Context: an optimization exercise on an open-source flow, tuned for small area and a short achievable clock period. The choices shown serve that exercise and are no tape-out recipe.
The RTL was checked by simulation tests, not by an equivalence proof against the original design.
Power figures rest on the tool's default switching activity, not on a simulated workload.

## flow/design.v (module list and top-level ports; edited modules follow where they fit)
// module G_XOR2: 3 lines
// module G_XNOR2: 3 lines
// module G_INV: 3 lines
// module G_NAND2: 3 lines
// module G_NOR2: 3 lines
// module G_AOI21: 3 lines
// module G_OAI21: 3 lines
// module G_AND2: 3 lines
// module G_AO21: 3 lines
// module G_MUX2: 3 lines
// module G_MUX2I: 3 lines
// module G_ZERO_T: 3 lines
// module G_ZERO_I: 3 lines
// module ALU_Logic_Bit: 4 lines
// module ALU_Result_Bit: 5 lines
// module G_HA: 4 lines
// module ALU: 963 lines
// module PC_Unit: 306 lines
// module RF_Write_Cell: 3 lines
// module RF_AOI222: 4 lines
// module RF_NAND4: 3 lines
// module RF_AND3: 3 lines
// module RF_NOR2: 3 lines
// module RF_NAND2: 3 lines
// module RF_NAND3: 3 lines
// module RF_AOI21: 3 lines
// module RF_Tail_Imm: 3 lines
// module RF_Read_Port: 29 lines
// module Store_Offset: 23 lines
// module WD_Bit2: 3 lines
// module WD_Bit3: 4 lines
// module Store_Data: 16 lines
// module Microprocessor: 184 lines
module Microprocessor
    (
        input wire clk,
        input wire rst,
        output logic [31:0] imem_addr,
        input logic [31:0] imem_data,
        output logic dmem_en,
        output logic [3:0] dmem_we,
        output logic [12:0] dmem_addr,
        output logic [31:0] dmem_wdata,
        input logic [31:0] dmem_rdata,
        output logic [31:0] register_in,
        output logic [31:0] pc,
        output logic reg_wr,
        output logic [4:0] reg_wr_sel
    );
  // ...
==> flow/flow/run.sh <==
#!/bin/bash
# Layout flow: the standard ORFS layout (standard.sh) with one change: the
# input and output ports are buffered with buf_2 cells instead of the
# clkdlybuf4s50 delay cells that buffer_ports picks on its own. Every port
# still gets its buffer; everything else is the standard flow. ORFS keeps each
# step's full log under orfs/logs/; make's own output goes to orfs_flow.log.
set -euo pipefail
cd "$(dirname "$0")/.."
bash ./standard.sh "BUFFER_PORTS_ARGS=-buffer_cell sky130_fd_sc_hd__buf_2" finish > orfs_flow.log 2>&1
==> flow/standard.sh <==
#!/bin/bash
# synth_recipe.tcl (not shown) runs the flow's synth.tcl, then flattens the netlist and writes it again
# the make line also repeats each setting of config.mk as NAME=value (left out here)
make -C /OpenROAD-flow-scripts/flow DESIGN_CONFIG=/design/flow/config.mk WORK_HOME=/design/flow/orfs CLKGATE_MAP_FILE= SYNTH_SCRIPT=/design/flow/synth_recipe.tcl "${@:-finish}"
==> flow/config.mk <==
export PLATFORM = sky130hd
export DESIGN_NAME = Microprocessor
export DESIGN_NICKNAME = Microprocessor
export VERILOG_FILES = /design/flow/design.v
export SDC_FILE = /design/flow/constraint.sdc
export NUM_CORES = 4
export LEC_CHECK = 0
export CAP_MARGIN = 10
export CORE_MARGIN = 2
export CORE_UTILIZATION = 42
export CTS_BUF_LIST = sky130_fd_sc_hd__clkbuf_8
export CTS_CLUSTER_DIAMETER = 50
export CTS_CLUSTER_SIZE = 16
export SETUP_SLACK_MARGIN = 5
export SLEW_MARGIN = 15
export SYNTH_HIERARCHICAL = 1
export SYNTH_MINIMUM_KEEP_SIZE = 0
==> flow/constraint.sdc <==
create_clock -name core_clock -period 15.0 [get_ports {clk}]
set_input_delay 3.0000 -clock core_clock [delete_from_list [all_inputs] [get_ports {clk}]]
set_output_delay 3.0000 -clock core_clock [all_outputs]
set_load 0.01 [all_outputs]
==> flow_summary_export.csv, run 1 <==
group,metric,value,unit
sta,grt_setup_unrepaired,"true",
cts,ctsHoldBuffers,0,
routing,ant_nets,0,
die,taps,1742,
sta,fmaxAchievable,93.4,MHz
routing,firstDrtPassIters,15,
global_routing,grt_pass1_vias,53400,
routing,met1Wirelength,104000,um
min_path,whs_path_depth,0,
setup_path,worstSetupEndpoint,"dmem_wdata[26]",
power,pwr-share-comb,0.119,
die,std_cell_rows,132,
cts,cts-root-buf,"clkbuf_8",
layout,largest_reg_flops,992,
layout,largest_class,"multi-input gates",
cts,htree_num_levels,3,
setup_path,cp.required,12.00,ns
die,fp.dieW,365,um
logic_synthesis,syn_area,54800,sq um
layout,top_register,"rf",
layout,regArea,22100,sq um
global_routing,grt_overflow,0,
setup_path,r2r-start,"PC[2]",
routing,vias,58700,
outcome,status,"complete, no violations",
layout,n_clock_buffer,120,
setup_path,arrival,7.70,ns
power,clock_power,2.20,mW
die,coreArea,129000,sq um
routing,drcViolationCount,0,
global_routing,use_met1,0.509,
setup_path,critPathLaunchType,"input port",
logic_synthesis,avgSynthCellArea,10.2,sq um
setup_path,crit_start,"imem_data[17]",
setup_path,max_stage_delay,0.68,ns
setup_path,r2r_setup_slack,6.94,ns
==> module ALU_Logic_Bit, before the edit <==
module ALU_Logic_Bit (input logic a, input logic b, input logic s_and, input logic s_or,
                      input logic s_xor, output logic y);
    assign y = (s_and & a & b) | (s_or & (a | b)) | (s_xor & (a ^ b));
endmodule
==> run 2: changes to the inputs <==
--- a/flow/design.v
+++ b/flow/design.v
@@ -33,19 +33,19 @@
     assign y = ~(s ? b : a);
 endmodule
 module G_ZERO_T (input logic s, input logic a, output logic y);
     assign y = ~(a & ~s);
 endmodule
 module G_ZERO_I (input logic s, input logic an, output logic y);
     assign y = ~(an | s);
 endmodule
-module ALU_Logic_Bit (input logic a, input logic b, input logic s_and, input logic s_or,
-                      input logic s_xor, output logic y);
-    assign y = (s_and & a & b) | (s_or & (a | b)) | (s_xor & (a ^ b));
+module ALU_Logic_Bit (input logic a, input logic b, input logic s_an, input logic s_xo,
+                      output logic y);
+    assign y = (s_an & a & b) | (s_xo & (a ^ b));
 endmodule
 module ALU_Result_Bit (input logic sum, input logic s_sum, input logic lg,
                        input logic sr, input logic s_sr, input logic sl, input logic s_sl,
                        output logic y);
     assign y = (sum & s_sum) | lg | (sr & s_sr) | (sl & s_sl);
 endmodule
 module G_HA (input logic a, input logic b, output logic s, output logic co);
     assign s = a ^ b;
@@ -742,48 +742,50 @@
     G_XNOR2 u_s28 (.a(p[28]), .b(c[28]), .y(sum[28]));
     G_XNOR2 u_s29 (.a(p[29]), .b(c[29]), .y(sum[29]));
     G_XNOR2 u_s30 (.a(p[30]), .b(c[30]), .y(sum[30]));
     G_XNOR2 u_s31 (.a(p[31]), .b(c[31]), .y(sum[31]));
     wire cout = ~G5_31;
     assign ltu = ~cout;
     assign lts = (A_in[31] ^ B_in[31]) ? A_in[31] : ltu;
     assign eq = ~(|p);
-    ALU_Logic_Bit u_lg0 (.a(A_in[0]), .b(B_in[0]), .s_and(s_and), .s_or(s_or), .s_xor(s_xor), .y(lg[0]));
-    ALU_Logic_Bit u_lg1 (.a(A_in[1]), .b(B_in[1]), .s_and(s_and), .s_or(s_or), .s_xor(s_xor), .y(lg[1]));
-    ALU_Logic_Bit u_lg2 (.a(A_in[2]), .b(B_in[2]), .s_and(s_and), .s_or(s_or), .s_xor(s_xor), .y(lg[2]));
-    ALU_Logic_Bit u_lg3 (.a(A_in[3]), .b(B_in[3]), .s_and(s_and), .s_or(s_or), .s_xor(s_xor), .y(lg[3]));
-    ALU_Logic_Bit u_lg4 (.a(A_in[4]), .b(B_in[4]), .s_and(s_and), .s_or(s_or), .s_xor(s_xor), .y(lg[4]));
-    ALU_Logic_Bit u_lg5 (.a(A_in[5]), .b(B_in[5]), .s_and(s_and), .s_or(s_or), .s_xor(s_xor), .y(lg[5]));
-    ALU_Logic_Bit u_lg6 (.a(A_in[6]), .b(B_in[6]), .s_and(s_and), .s_or(s_or), .s_xor(s_xor), .y(lg[6]));
-    ALU_Logic_Bit u_lg7 (.a(A_in[7]), .b(B_in[7]), .s_and(s_and), .s_or(s_or), .s_xor(s_xor), .y(lg[7]));
-    ALU_Logic_Bit u_lg8 (.a(A_in[8]), .b(B_in[8]), .s_and(s_and), .s_or(s_or), .s_xor(s_xor), .y(lg[8]));
-    ALU_Logic_Bit u_lg9 (.a(A_in[9]), .b(B_in[9]), .s_and(s_and), .s_or(s_or), .s_xor(s_xor), .y(lg[9]));
-    ALU_Logic_Bit u_lg10 (.a(A_in[10]), .b(B_in[10]), .s_and(s_and), .s_or(s_or), .s_xor(s_xor), .y(lg[10]));
-    ALU_Logic_Bit u_lg11 (.a(A_in[11]), .b(B_in[11]), .s_and(s_and), .s_or(s_or), .s_xor(s_xor), .y(lg[11]));
-    ALU_Logic_Bit u_lg12 (.a(A_in[12]), .b(B_in[12]), .s_and(s_and), .s_or(s_or), .s_xor(s_xor), .y(lg[12]));
-    ALU_Logic_Bit u_lg13 (.a(A_in[13]), .b(B_in[13]), .s_and(s_and), .s_or(s_or), .s_xor(s_xor), .y(lg[13]));
-    ALU_Logic_Bit u_lg14 (.a(A_in[14]), .b(B_in[14]), .s_and(s_and), .s_or(s_or), .s_xor(s_xor), .y(lg[14]));
-    ALU_Logic_Bit u_lg15 (.a(A_in[15]), .b(B_in[15]), .s_and(s_and), .s_or(s_or), .s_xor(s_xor), .y(lg[15]));
-    ALU_Logic_Bit u_lg16 (.a(A_in[16]), .b(B_in[16]), .s_and(s_and), .s_or(s_or), .s_xor(s_xor), .y(lg[16]));
-    ALU_Logic_Bit u_lg17 (.a(A_in[17]), .b(B_in[17]), .s_and(s_and), .s_or(s_or), .s_xor(s_xor), .y(lg[17]));
-    ALU_Logic_Bit u_lg18 (.a(A_in[18]), .b(B_in[18]), .s_and(s_and), .s_or(s_or), .s_xor(s_xor), .y(lg[18]));
-    ALU_Logic_Bit u_lg19 (.a(A_in[19]), .b(B_in[19]), .s_and(s_and), .s_or(s_or), .s_xor(s_xor), .y(lg[19]));
-    ALU_Logic_Bit u_lg20 (.a(A_in[20]), .b(B_in[20]), .s_and(s_and), .s_or(s_or), .s_xor(s_xor), .y(lg[20]));
-    ALU_Logic_Bit u_lg21 (.a(A_in[21]), .b(B_in[21]), .s_and(s_and), .s_or(s_or), .s_xor(s_xor), .y(lg[21]));
-    ALU_Logic_Bit u_lg22 (.a(A_in[22]), .b(B_in[22]), .s_and(s_and), .s_or(s_or), .s_xor(s_xor), .y(lg[22]));
-    ALU_Logic_Bit u_lg23 (.a(A_in[23]), .b(B_in[23]), .s_and(s_and), .s_or(s_or), .s_xor(s_xor), .y(lg[23]));
-    ALU_Logic_Bit u_lg24 (.a(A_in[24]), .b(B_in[24]), .s_and(s_and), .s_or(s_or), .s_xor(s_xor), .y(lg[24]));
-    ALU_Logic_Bit u_lg25 (.a(A_in[25]), .b(B_in[25]), .s_and(s_and), .s_or(s_or), .s_xor(s_xor), .y(lg[25]));
-    ALU_Logic_Bit u_lg26 (.a(A_in[26]), .b(B_in[26]), .s_and(s_and), .s_or(s_or), .s_xor(s_xor), .y(lg[26]));
-    ALU_Logic_Bit u_lg27 (.a(A_in[27]), .b(B_in[27]), .s_and(s_and), .s_or(s_or), .s_xor(s_xor), .y(lg[27]));
-    ALU_Logic_Bit u_lg28 (.a(A_in[28]), .b(B_in[28]), .s_and(s_and), .s_or(s_or), .s_xor(s_xor), .y(lg[28]));
-    ALU_Logic_Bit u_lg29 (.a(A_in[29]), .b(B_in[29]), .s_and(s_and), .s_or(s_or), .s_xor(s_xor), .y(lg[29]));
-    ALU_Logic_Bit u_lg30 (.a(A_in[30]), .b(B_in[30]), .s_and(s_and), .s_or(s_or), .s_xor(s_xor), .y(lg[30]));
-    ALU_Logic_Bit u_lg31 (.a(A_in[31]), .b(B_in[31]), .s_and(s_and), .s_or(s_or), .s_xor(s_xor), .y(lg[31]));
+    wire s_an = s_and | s_or;
+    wire s_xo = s_xor | s_or;
+    ALU_Logic_Bit u_lg0 (.a(A_in[0]), .b(B_in[0]), .s_an(s_an), .s_xo(s_xo), .y(lg[0]));
+    ALU_Logic_Bit u_lg1 (.a(A_in[1]), .b(B_in[1]), .s_an(s_an), .s_xo(s_xo), .y(lg[1]));
+    ALU_Logic_Bit u_lg2 (.a(A_in[2]), .b(B_in[2]), .s_an(s_an), .s_xo(s_xo), .y(lg[2]));
+    ALU_Logic_Bit u_lg3 (.a(A_in[3]), .b(B_in[3]), .s_an(s_an), .s_xo(s_xo), .y(lg[3]));
+    ALU_Logic_Bit u_lg4 (.a(A_in[4]), .b(B_in[4]), .s_an(s_an), .s_xo(s_xo), .y(lg[4]));
+    ALU_Logic_Bit u_lg5 (.a(A_in[5]), .b(B_in[5]), .s_an(s_an), .s_xo(s_xo), .y(lg[5]));
+    ALU_Logic_Bit u_lg6 (.a(A_in[6]), .b(B_in[6]), .s_an(s_an), .s_xo(s_xo), .y(lg[6]));
+    ALU_Logic_Bit u_lg7 (.a(A_in[7]), .b(B_in[7]), .s_an(s_an), .s_xo(s_xo), .y(lg[7]));
+    ALU_Logic_Bit u_lg8 (.a(A_in[8]), .b(B_in[8]), .s_an(s_an), .s_xo(s_xo), .y(lg[8]));
+    ALU_Logic_Bit u_lg9 (.a(A_in[9]), .b(B_in[9]), .s_an(s_an), .s_xo(s_xo), .y(lg[9]));
+    ALU_Logic_Bit u_lg10 (.a(A_in[10]), .b(B_in[10]), .s_an(s_an), .s_xo(s_xo), .y(lg[10]));
+    ALU_Logic_Bit u_lg11 (.a(A_in[11]), .b(B_in[11]), .s_an(s_an), .s_xo(s_xo), .y(lg[11]));
+    ALU_Logic_Bit u_lg12 (.a(A_in[12]), .b(B_in[12]), .s_an(s_an), .s_xo(s_xo), .y(lg[12]));
+    ALU_Logic_Bit u_lg13 (.a(A_in[13]), .b(B_in[13]), .s_an(s_an), .s_xo(s_xo), .y(lg[13]));
+    ALU_Logic_Bit u_lg14 (.a(A_in[14]), .b(B_in[14]), .s_an(s_an), .s_xo(s_xo), .y(lg[14]));
+    ALU_Logic_Bit u_lg15 (.a(A_in[15]), .b(B_in[15]), .s_an(s_an), .s_xo(s_xo), .y(lg[15]));
+    ALU_Logic_Bit u_lg16 (.a(A_in[16]), .b(B_in[16]), .s_an(s_an), .s_xo(s_xo), .y(lg[16]));
+    ALU_Logic_Bit u_lg17 (.a(A_in[17]), .b(B_in[17]), .s_an(s_an), .s_xo(s_xo), .y(lg[17]));
+    ALU_Logic_Bit u_lg18 (.a(A_in[18]), .b(B_in[18]), .s_an(s_an), .s_xo(s_xo), .y(lg[18]));
+    ALU_Logic_Bit u_lg19 (.a(A_in[19]), .b(B_in[19]), .s_an(s_an), .s_xo(s_xo), .y(lg[19]));
+    ALU_Logic_Bit u_lg20 (.a(A_in[20]), .b(B_in[20]), .s_an(s_an), .s_xo(s_xo), .y(lg[20]));
+    ALU_Logic_Bit u_lg21 (.a(A_in[21]), .b(B_in[21]), .s_an(s_an), .s_xo(s_xo), .y(lg[21]));
+    ALU_Logic_Bit u_lg22 (.a(A_in[22]), .b(B_in[22]), .s_an(s_an), .s_xo(s_xo), .y(lg[22]));
+    ALU_Logic_Bit u_lg23 (.a(A_in[23]), .b(B_in[23]), .s_an(s_an), .s_xo(s_xo), .y(lg[23]));
+    ALU_Logic_Bit u_lg24 (.a(A_in[24]), .b(B_in[24]), .s_an(s_an), .s_xo(s_xo), .y(lg[24]));
+    ALU_Logic_Bit u_lg25 (.a(A_in[25]), .b(B_in[25]), .s_an(s_an), .s_xo(s_xo), .y(lg[25]));
+    ALU_Logic_Bit u_lg26 (.a(A_in[26]), .b(B_in[26]), .s_an(s_an), .s_xo(s_xo), .y(lg[26]));
+    ALU_Logic_Bit u_lg27 (.a(A_in[27]), .b(B_in[27]), .s_an(s_an), .s_xo(s_xo), .y(lg[27]));
+    ALU_Logic_Bit u_lg28 (.a(A_in[28]), .b(B_in[28]), .s_an(s_an), .s_xo(s_xo), .y(lg[28]));
+    ALU_Logic_Bit u_lg29 (.a(A_in[29]), .b(B_in[29]), .s_an(s_an), .s_xo(s_xo), .y(lg[29]));
+    ALU_Logic_Bit u_lg30 (.a(A_in[30]), .b(B_in[30]), .s_an(s_an), .s_xo(s_xo), .y(lg[30]));
+    ALU_Logic_Bit u_lg31 (.a(A_in[31]), .b(B_in[31]), .s_an(s_an), .s_xo(s_xo), .y(lg[31]));
     G_MUX2I u_ash0 (.s(left), .a(A_in[0]), .b(A_in[31]), .y(ash[0]));
     G_MUX2I u_ash1 (.s(left), .a(A_in[1]), .b(A_in[30]), .y(ash[1]));
     G_MUX2I u_ash2 (.s(left), .a(A_in[2]), .b(A_in[29]), .y(ash[2]));
     G_MUX2I u_ash3 (.s(left), .a(A_in[3]), .b(A_in[28]), .y(ash[3]));
     G_MUX2I u_ash4 (.s(left), .a(A_in[4]), .b(A_in[27]), .y(ash[4]));
     G_MUX2I u_ash5 (.s(left), .a(A_in[5]), .b(A_in[26]), .y(ash[5]));
     G_MUX2I u_ash6 (.s(left), .a(A_in[6]), .b(A_in[25]), .y(ash[6]));
     G_MUX2I u_ash7 (.s(left), .a(A_in[7]), .b(A_in[24]), .y(ash[7]));
==> run 2 against run 1 <==
Net effect:
- still clean
- flip-flop and latch count stayed put
- worst hold slack worse by 0.021 ns
- clock-buffer cell count is 5 higher
- register-to-register slack worse by 0.70 ns
- largest cell class unchanged
==> flow_summary_export.csv, run 2 <==
group,metric,value,unit
routing,ant_nets,0,
setup_path,arrival,7.65,ns
sta,fmaxAchievable,93.9,MHz
job,maxCapViolations,0,
global_routing,track_usage,0.410,
setup_path,r2r_cells,43,
die,coreArea,128000,sq um
cts,cts_tree,"built",
cts,clk_pin_slew,0.08,ns
setup_path,crit_buf_inv,4,
layout,final_common_cell,"dfxtp_1",
global_routing,antenna_found_initial,8,
power,irDropWorstVdd,0.0000846,V
cts,clkLatencyLatePin,0.94,ns
layout,top_register,"rf",
layout,fill_cells,11300,
min_path,holdPathEnd,"rsz2[0]",
cts,htree_num_levels,3,
routing,vias,58800,
die,start_util,0.424,
logic_synthesis,syn_area,54200,sq um
power,p_per_area,87.5,nW/um^2
die,die_area,132000,sq um
logic_synthesis,syn_inst,5267,
routing,drt_iter0_markers,14000,
routing,wl,292000,um
global_routing,grt_max_degree,65,
cts,cts-root-buf,"clkbuf_8",
cts,cts_num_sinks,1104,
die,fp.dieW,363,um
layout,nets,6093,
sta,slew_violations,0,
logic_synthesis,synth_fp_nets,5398,
cts,cts-buffers-inserted,110,
placement,portBuffers,216,
global_routing,grt_overflow,0,
routing,wl_per_cell,37.8,um
sta,finalCritPeriodShare,0.710,
sta,fin_skew,0.115,ns
sta,setup_ws,4.35,ns
layout,final_core_util,0.535,
die,std_cell_rows,131,
die,io_pins,218,
sta,hold_viol_final,0,
setup_path,max_stage_delay,0.71,ns
layout,regArea,22100,sq um
placement,placed_cells,7169,
placement,routabilityCongestion,1.04,
layout,instances_no_fill,7724,
setup_path,end_kind,"output pin",
routing,vias_per_cell,7.61,
layout,multi_input_area,34900,sq um
sta,setup_violations,0,
power,leakage,25.4,nW
routing,drcViolationCount,0,
sta,finalCriticalPeriod,10.65,ns
sta,slew-limit-headroom,0.109,
logic_synthesis,yosysWarningCount,10,
setup_path,r2r_setup_slack,6.24,ns
routing,firstDrtPassIters,20,
global_routing,grt_pass1_vias,53600,
sta,fin_tns_setup,0,ns
setup_path,cp_max_fo,18,
sta,tightest_slew,1.33,ns
setup_path,path_cells,"buf_8 > nand3b_1 > buf_4 > nor2_4 > a222oi_1 > nand4_1 > nor2_4 > nand2_2 > nand2_1 > o21ai_1 > nand3_1 > o2111ai_1 > nor4_2 > o221ai_2 > and3_4 > a222oi_1 > inv_1 > buf_2",
min_path,whs_path_depth,0,
sta,grt_setup_unrepaired,"true",
sta,whs,0.312,ns
layout,largest_reg_flops,992,
outcome,status,"complete, no violations",
setup_path,r2r-start,"wait_[1]",
placement,dp_hpwl,171000,um
setup_path,critPathLaunchType,"input port",
layout,final_cell_mix,"dfxtp_1 (1104), a22o_1 (1014), a222oi_1 (648), buf_4 (365), mux2i_1 (273)",
logic_synthesis,avgSynthCellArea,10.3,sq um
layout,drive_gt1_frac,0.259,
min_path,hp-start,"rsz1[0]",
setup_path,cp.required,12.00,ns
setup_path,cp_slowest_cell,"nand4_1",
layout,area_growth,26.1,%
global_routing,grt_pass1_wl,397000,um
setup_path,worstSetupPathType,"in2out",
die,fp.dieH,363,um
setup_path,worstReg2RegEnd,"rf[960]",
setup_path,path_delay_family,"simple AND/OR/NAND/NOR gates",
placement,dp_slack,3.12,ns
min_path,hp-class,"reg2reg",
cts,cts_buffer_depth,3,
==> run 2: changes by cell type in the layout (fill, tap and decap cells not counted), moves of 32 or more <==
cell,change
inv_1,-73
nand3_1,-64
buf_4,+58
mux2i_1,+48
ha_1,-32
nand2b_1,-32
==> run 2: repair_timing <==
action	CTS	global route
hold buffers	0	0
hold endpoints to repair	0	0
setup buffers	209	85
pin swaps	174	139
setup endpoints to repair	49	150
gates resized for setup	435	205
cloned	28	17
==> run 2: where the power goes <==
part	total [mW]	internal (mW)	leakage, nW	switching [mW]
Combinational	0.729	0.211	15.2	0.518
Clock	2.26	0.998	1.32	1.26
Sequential	2.99	2.96	8.90	0.0307
==> run 2: worst max path at each step <==
stage / from / end / slack [ns] / depth (start not counted)
floorplan: imem_data[2] / dmem_wdata[16] / 4.76 / 15
global placement: imem_data[23] / dmem_wdata[26] / 3.11 / 19
detailed placement: imem_data[23] / dmem_wdata[23] / 3.12 / 19
CTS: imem_data[20] / dmem_wdata[26] / 4.78 / 19
global route: imem_data[23] / dmem_wdata[30] / 4.40 / 21
finish: imem_data[17] / dmem_wdata[26] / 4.35 / 18
==> run 2: per-layer routing <==
layer | global-route usage | wire length, um | share of wire | vias up
li1 | - | - | - | 23800
met1 | 0.512 | 104000 | 0.36 | 28600
met2 | 0.589 | 118000 | 0.40 | 5059
met3 | 0.125 | 40800 | 0.14 | 1271
met4 | 0.312 | 29200 | 0.10 | 4
met5 | 0.00654 | 133 | 0.00046 | -
==> run 2: cell type report <==
| class | instances | share of cell area |
|---|---|---|
| multi-input cells | 3960 | 0.510 |
| inverters | 75 | 0.00415 |
| clock buffers | 125 | 0.0252 |
| flip-flops and latches | 1104 | 0.323 |
| diodes | 8 | 0.000293 |
| well taps | 1662 | 0.0304 |
| clock inverters | 79 | 0.0135 |
| repair buffers | 711 | 0.0929 |
==> run 2: stage by stage <==
| step | instance area [sq um] | power (mW) |
|---|---|---|
| 6_report | 68400 | 5.98 |
| 3_5_place_dp | 59400 | 3.63 |
| 2_1_floorplan | 54500 | 3.35 |
| 4_1_cts | 66200 | 5.89 |
| 5_1_grt | 68400 | 6.09 |
| 3_3_place_gp | 59400 | 3.63 |
==> run 3: changes to the inputs <==
==> flow/run.sh (new file) <==
#!/bin/bash
# synth_recipe.tcl (not shown) runs the flow's synth.tcl, then flattens the netlist and writes it again
# the make line also repeats each setting of config.mk as NAME=value (left out here)
make -C /OpenROAD-flow-scripts/flow DESIGN_CONFIG=/design/flow/config.mk WORK_HOME=/design/flow/orfs CLKGATE_MAP_FILE= SYNTH_SCRIPT=/design/flow/synth_recipe.tcl finish
removed: flow/flow/run.sh
removed: flow/standard.sh
==> run 3 against run 2 <==
Net effect:
- clock skew is 0.0083 ns higher
- register-to-register slack improved by 1.2 ns
- sequential share of layout area decreased by 0.38 points
- critical path type unchanged
- critical endpoint unchanged
==> flow_summary_export.csv, run 3 <==
group,metric,value,unit
routing,wl_per_cell,38.3,um
setup_path,end_kind,"output pin",
min_path,whs_path_depth,0,
routing,ant_nets,0,
outcome,status,"complete, no violations",
sta,slew-limit-headroom,0.105,
layout,nets,6138,
setup_path,max_stage_delay,0.56,ns
sta,finalCriticalPeriod,10.84,ns
cts,clk_pin_slew,0.09,ns
setup_path,worstSetupPathType,"in2out",
cts,clkLatencyLatePin,0.93,ns
setup_path,cp_slowest_cell,"a222oi_1",
layout,largest_reg_flops,992,
global_routing,antenna_found_initial,11,
power,irDropWorstVdd,0.0000728,V
placement,dp_slack,1.83,ns
logic_synthesis,syn_inst,5267,
logic_synthesis,avgSynthCellArea,10.3,sq um
setup_path,arrival,7.84,ns
global_routing,grt_overflow,0,
die,fp.dieW,363,um
setup_path,path_cells,"buf_6 > nand3b_1 > buf_4 > nor2_4 > buf_4 > a222oi_1 > nand4_1 > nor2_4 > nand2_1 > buf_8 > mux2i_1 > o21ai_0 > o221ai_1 > o21ai_1 > nor4_2 > o221ai_4 > and3_4 > buf_6 > a222oi_1 > inv_1 > buf_2",
layout,final_cell_mix,"dfxtp_1 (1104), a22o_1 (1016), a222oi_1 (648), buf_4 (423), mux2i_1 (260)",
routing,vias_per_cell,7.62,
cts,cts_buffer_depth,3,
sta,finalCritPeriodShare,0.722,
sta,fin_tns_setup,0,ns
logic_synthesis,synth_fp_nets,5398,
cts,cts_num_sinks,1104,
die,start_util,0.424,
job,maxCapViolations,0,
sta,setup_violations,0,
cts,cts_tree,"built",
cts,cts-buffers-inserted,113,
routing,drcViolationCount,0,
die,fp.dieH,363,um
cts,htree_num_levels,3,
power,p_per_area,88.4,nW/um^2
placement,routabilityCongestion,1.06,
setup_path,r2r_cells,34,
global_routing,grt_pass1_vias,54000,
die,std_cell_rows,131,
setup_path,critPathLaunchType,"input port",
routing,wl,298000,um
sta,fin_skew,0.123,ns
global_routing,grt_pass1_wl,411000,um
placement,portBuffers,216,
sta,tightest_slew,1.34,ns
logic_synthesis,yosysWarningCount,10,
sta,grt_setup_unrepaired,"true",
routing,drt_iter0_markers,14000,
placement,dp_hpwl,177000,um
logic_synthesis,syn_area,54200,sq um
routing,vias,59200,
global_routing,track_usage,0.427,
sta,slew_violations,0,
layout,final_common_cell,"dfxtp_1",
sta,hold_viol_final,0,
setup_path,cp_max_fo,22,
global_routing,grt_max_degree,65,
die,io_pins,218,
layout,top_register,"rf",
layout,drive_gt1_frac,0.238,
die,die_area,132000,sq um
setup_path,cp.required,12.00,ns
routing,firstDrtPassIters,15,
sta,setup_ws,4.16,ns
layout,area_growth,27.6,%
min_path,hp-class,"reg2reg",
cts,cts-root-buf,"clkbuf_8",
power,leakage,25.3,nW
die,coreArea,128000,sq um
sta,fmaxAchievable,92.3,MHz
## run 3: cell type report
cell class	instances	area, sq um
diodes	7	17.5
clock buffers	127	1750
clock inverters	83	1070
fillers	11200	58700
inverters	75	315
multi-input cells	3969	34900
flip-flops and latches	1104	22100
well taps	1662	2080
repair buffers	744	6950
## run 3: through the flow
step | std cells | power (mW) | utilization | instance area, sq um | hold slack (ns)
3_3_place_gp | 7173 | 3.65 | 0.474 | 60600 | 0.313
6_report | 7771 | 6.12 | 0.541 | 69200 | 0.337
2_1_floorplan | 5267 | 3.35 | - | 54500 | 0.310
4_1_cts | 7670 | 6.05 | 0.529 | 67700 | 0.334
3_5_place_dp | 7175 | 3.66 | 0.474 | 60600 | 0.314
5_1_grt | 7767 | 6.23 | 0.541 | 69200 | 0.344
## run 3: worst paths after layout
kind,slack (ns),from,to
hold / removal,0.34,rsz1[1],rsz2[1]
setup / recovery,4.16,imem_data[16],dmem_wdata[26]
setup reg to reg,7.48,PC[2],rf[925]
hold reg to reg,0.34,rsz1[1],rsz2[1]
## run 3: what timing repair did
action / CTS / global route
hold buffers: 0 / 0
gates cloned: 37 / 1
pin swaps: 240 / 146
gates resized for setup: 666 / 192
buffers inserted: 248 / 93
hold endpoints to repair: 0 / 0
endpoints found under the setup margin: 824 / 49
## run 3: routing by layer
metal,global-route usage,share of wire,vias to the layer above
li1,-,-,23900
met1,0.532,0.36,28700
met2,0.610,0.40,5337
met3,0.138,0.14,1247
met4,0.323,0.096,4
met5,0.000726,0.00051,-
## run 3: worst max-delay path, delay by kind of cell
kind                   cells  cell delay, ns
buffers and inverters      7            1.16
AOI/OAI and AO/OA          6            1.51
and+or+nand+nor            7            2.01
muxes                      1            0.13
## run 3: power breakdown
group	switching [mW]	internal, mW	leakage [nW]
logic	0.527	0.228	15.0
registers	0.0310	2.96	8.90
clock network	1.28	1.09	1.42

afterwards: timing with drivers on the ports:
The results above use ideal ports. As a check the final layouts listed here were re-extracted and re-timed, cells and wires unchanged.
Step 1, drivers: a clkbuf_16 drives clk and a buf_2 each remaining input, both assumed.
Step 2 moves the port delays by t, midway between the first and last clock arrival at a register: inputs arrive t later, outputs are due t later. That takes back most of the time a late clock gives input paths.
Slacks: ideal ports / drivers / drivers and shift; pairs: ideal ports / drivers.
run	t, ns	setup slack, ns	hold WS [ns]	worst setup path at the end
run 1	0.928	4.297 / 4.219 / 4.219	0.333 / 0.333 / 0.333	input to output
run 2	0.952	4.352 / 4.274 / 3.822	0.312 / 0.312 / 0.312	input to register
run 3	0.953	4.163 / 4.103 / 4.103	0.337 / 0.337 / 0.337	input to output
After both steps every run listed still meets setup and hold. For run 2, which loses most, drivers alone change the setup slack by -0.078 ns; drivers and shift together by -0.530 ns.
